Background: an optimization exercise with open tools, aiming at small area, a short achievable clock period and few clock cycles. Do not read the settings as production practice. Only simulation tests tie the RTL to the original design; equivalence was not proved.

== 11-23 ==
Design jt900h_alu, start of the top module:
module jt900h_alu(
    input             rst,
    input             clk,
    input             cen,
    input      [31:0] op0,       
    input      [31:0] op1,       
    input      [31:0] op2,       
    input             bs,ws,qs,
    input             div_sign,       
    input             div,
    output            div_busy,
    input       [4:0] alu_sel,
    input       [2:0] cx_sel,
    input             nin, hin, cin, zin,
    output            s,z,p,c,v,
    output            h,
    output     [31:0] rslt
);
localparam [4:0]
    NOP_ALU  = 5'd0,
    ADD_ALU  = 5'd1,
    SUB_ALU  = 5'd2,
    DAA_ALU  = 5'd3,
    BAND_ALU = 5'd4,
    BOR_ALU  = 5'd5,
    BXOR_ALU = 5'd6,
    BSET_ALU = 5'd7,
    AND_ALU  = 5'd8,
    OR_ALU   = 5'd9,
    XOR_ALU  = 5'd10,
    CPL_ALU  = 5'd11,
    MUL_ALU  = 5'd12,
    MULS_ALU = 5'd13,
    SH4_ALU  = 5'd14,
    DIV_ALU  = 5'd15,
    SHL_ALU  = 5'd16,
    SHR_ALU  = 5'd17,
    RRD_ALU  = 5'd18,
    RLD_ALU  = 5'd19,
    MIRR_ALU = 5'd20,
    BS1B_ALU = 5'd21,
    MOD_ALU  = 5'd22;
localparam [2:0]
    NONE_CX  = 3'd0,
    CIN_CX   = 3'd1,
    COM_CX   = 3'd2,
    B0_CX    = 3'd3,
    HI_CX    = 3'd4,
    ZF_CX    = 3'd5,
    SA_CX    = 3'd6,
    SH_CX    = 3'd7;
reg         cx;
reg  [ 7:0] daa;
wire [15:0] div_quot, div_rem;
wire        div_v;
reg         upper02, upper03, upper08, upper09, upperaf, upper9f,
            upper7f, upper6f, lower09, loweraf, lower03, lower6f, cdaa;
  ...
Size: about 3200 cells after synthesis, ~160 I/O pins, ~0.023 sq mm of cells after synthesis.
Settings: LEC_CHECK=0, CAP_MARGIN=5, CORE_MARGIN=2, CORE_UTILIZATION=40, PLACE_DENSITY=0.55, SETUP_SLACK_MARGIN=4, SLEW_MARGIN=5; clock period 17.0 ns.
standard.sh (not shown) runs the stock make flow with config.mk's settings and CLKGATE_MAP_FILE= SYNTH_SCRIPT=/design/flow/synth_recipe.tcl, a recipe that flattens the netlist after the stock synthesis.
==> flow/flow/run.sh <==
#!/bin/bash
# The standard layout, with plain buf_1 cells as the port buffers instead
# of the delay buffers buffer_ports picks by default. Every other step is the
# standard one. make's output goes to std_flow.log; ORFS keeps each step's log
# under orfs/logs.
set -euo pipefail
export BUFFER_PORTS_ARGS="-buffer_cell sky130_fd_sc_hd__buf_1"
bash standard.sh finish > std_flow.log 2>&1
Testbench counts of 11-23, summed over its fixed seeds: cycles 34,238.
The following lists how 03-09 was set up differently from 11-23:
Settings: CAP_MARGIN: 5 -> 20; SLEW_MARGIN: 5 -> 20; CORE_UTILIZATION: 40 -> 55; PLACE_DENSITY: 0.55 -> 0.7.
==> run notes <==
- 03-09 did not stop at any stage, and its layout met the timing, DRC and antenna checks.
- Higher number of vias in the routed layout was reported by 03-09, not 11-23.
- Row final worst setup slack: 03-09 lower / 11-23 higher
- Routing usage on met3, 11-23 and 03-09, lower one = 11-23.
- Final critical path time including I/O delays and setup came out higher on 03-09 than on 11-23.
- 03-09 vs 11-23 on core utilization: 03-09 is the higher one.
- 03-09 vs 11-23 — count of buffers not belonging to the clock network in the layout climbed by a few percent
- Number of instances in the synthesized netlist came out exactly the same in 11-23 and 03-09.
- In the metrics for 11-23 and 03-09, the one carrying the higher growth of design area from synthesis to finish is 11-23.
- 03-09 against 11-23: clock skew +0.0051 ns; via count of the first global-routing pass ~0 delta; global-route usage +10 points.

========
v1:
Starting RTL as in the previous note.
==> flow/config.mk <==
export PLATFORM = sky130hd
export DESIGN_NAME = jt900h_alu
export DESIGN_NICKNAME = jt900h_alu
export VERILOG_FILES = /design/flow/design.v
export SDC_FILE = /design/flow/constraint.sdc
export NUM_CORES = 4
export LEC_CHECK = 0
export CAP_MARGIN = 20
export CORE_MARGIN = 2
export CORE_UTILIZATION = 40
export PLACE_DENSITY = 0.55
export SETUP_SLACK_MARGIN = 4
export SLEW_MARGIN = 20
==> flow/constraint.sdc <==
create_clock -name core_clock -period 17.0 [get_ports {clk}]
set_input_delay 3.4000 -clock core_clock [delete_from_list [all_inputs] [get_ports {clk}]]
set_output_delay 3.4000 -clock core_clock [all_outputs]
set_load 0.01 [all_outputs]
Scripts as last shown in full above: flow/flow/run.sh
v1 completed every stage of the flow, and the final layout passed the timing, DRC and antenna checks.
Testbench counts of v1, summed over its fixed seeds: cycles 34,238.
Modified inputs, v3 compared to v1
Settings: swapping 40 for 35 in CORE_UTILIZATION; swapping 0.55 for 0.5 in PLACE_DENSITY.
### Flow results
- Changes observed in v3 relative to v1: area of the multi-input gates barely changed, length of routed met3 wiring went down.
- v3: die extent in x is about 7% higher than what v1 reported.
- Compared with v1, v3 shows number of cells on the critical path that has gone up by more than a quarter.
- Against v1, non-clock buffer count in v3 rose by a few percent.

[static timing again, ports no longer ideal]
In the flow no input, the clock included, has a driving cell. The finished layouts below were timed again as built, in two steps.
Step 1 (the two cells are an assumption about what drives the block):
set clk [get_ports {clk}]
set_driving_cell -lib_cell sky130_fd_sc_hd__clkbuf_16 $clk
set_driving_cell -lib_cell sky130_fd_sc_hd__buf_2 [delete_from_list [all_inputs] $clk]
Step 2 adds t to the input delays and takes it off the output delays; t is the mean of the earliest and latest rising clock arrival at the registers after step 1. Input paths then give back, and output paths get back, about the clock's delay inside the block.
Slacks: ideal ports / drivers / drivers and shift; pairs: ideal ports / drivers.
run	t, ns	setup slack, ns	worst data-port slew with drivers (ns)
11-23	0.347	4.193 / 4.171 / 4.171	0.12
03-09	0.342	4.086 / 4.039 / 4.039	0.13
v1	0.347	4.193 / 4.171 / 4.171	0.12
v3	0.346	4.185 / 4.159 / 4.159	0.10
After both steps every run listed still meets setup and hold. For 03-09, which loses most, drivers alone change the setup slack by -0.047 ns; drivers and shift together by -0.047 ns.
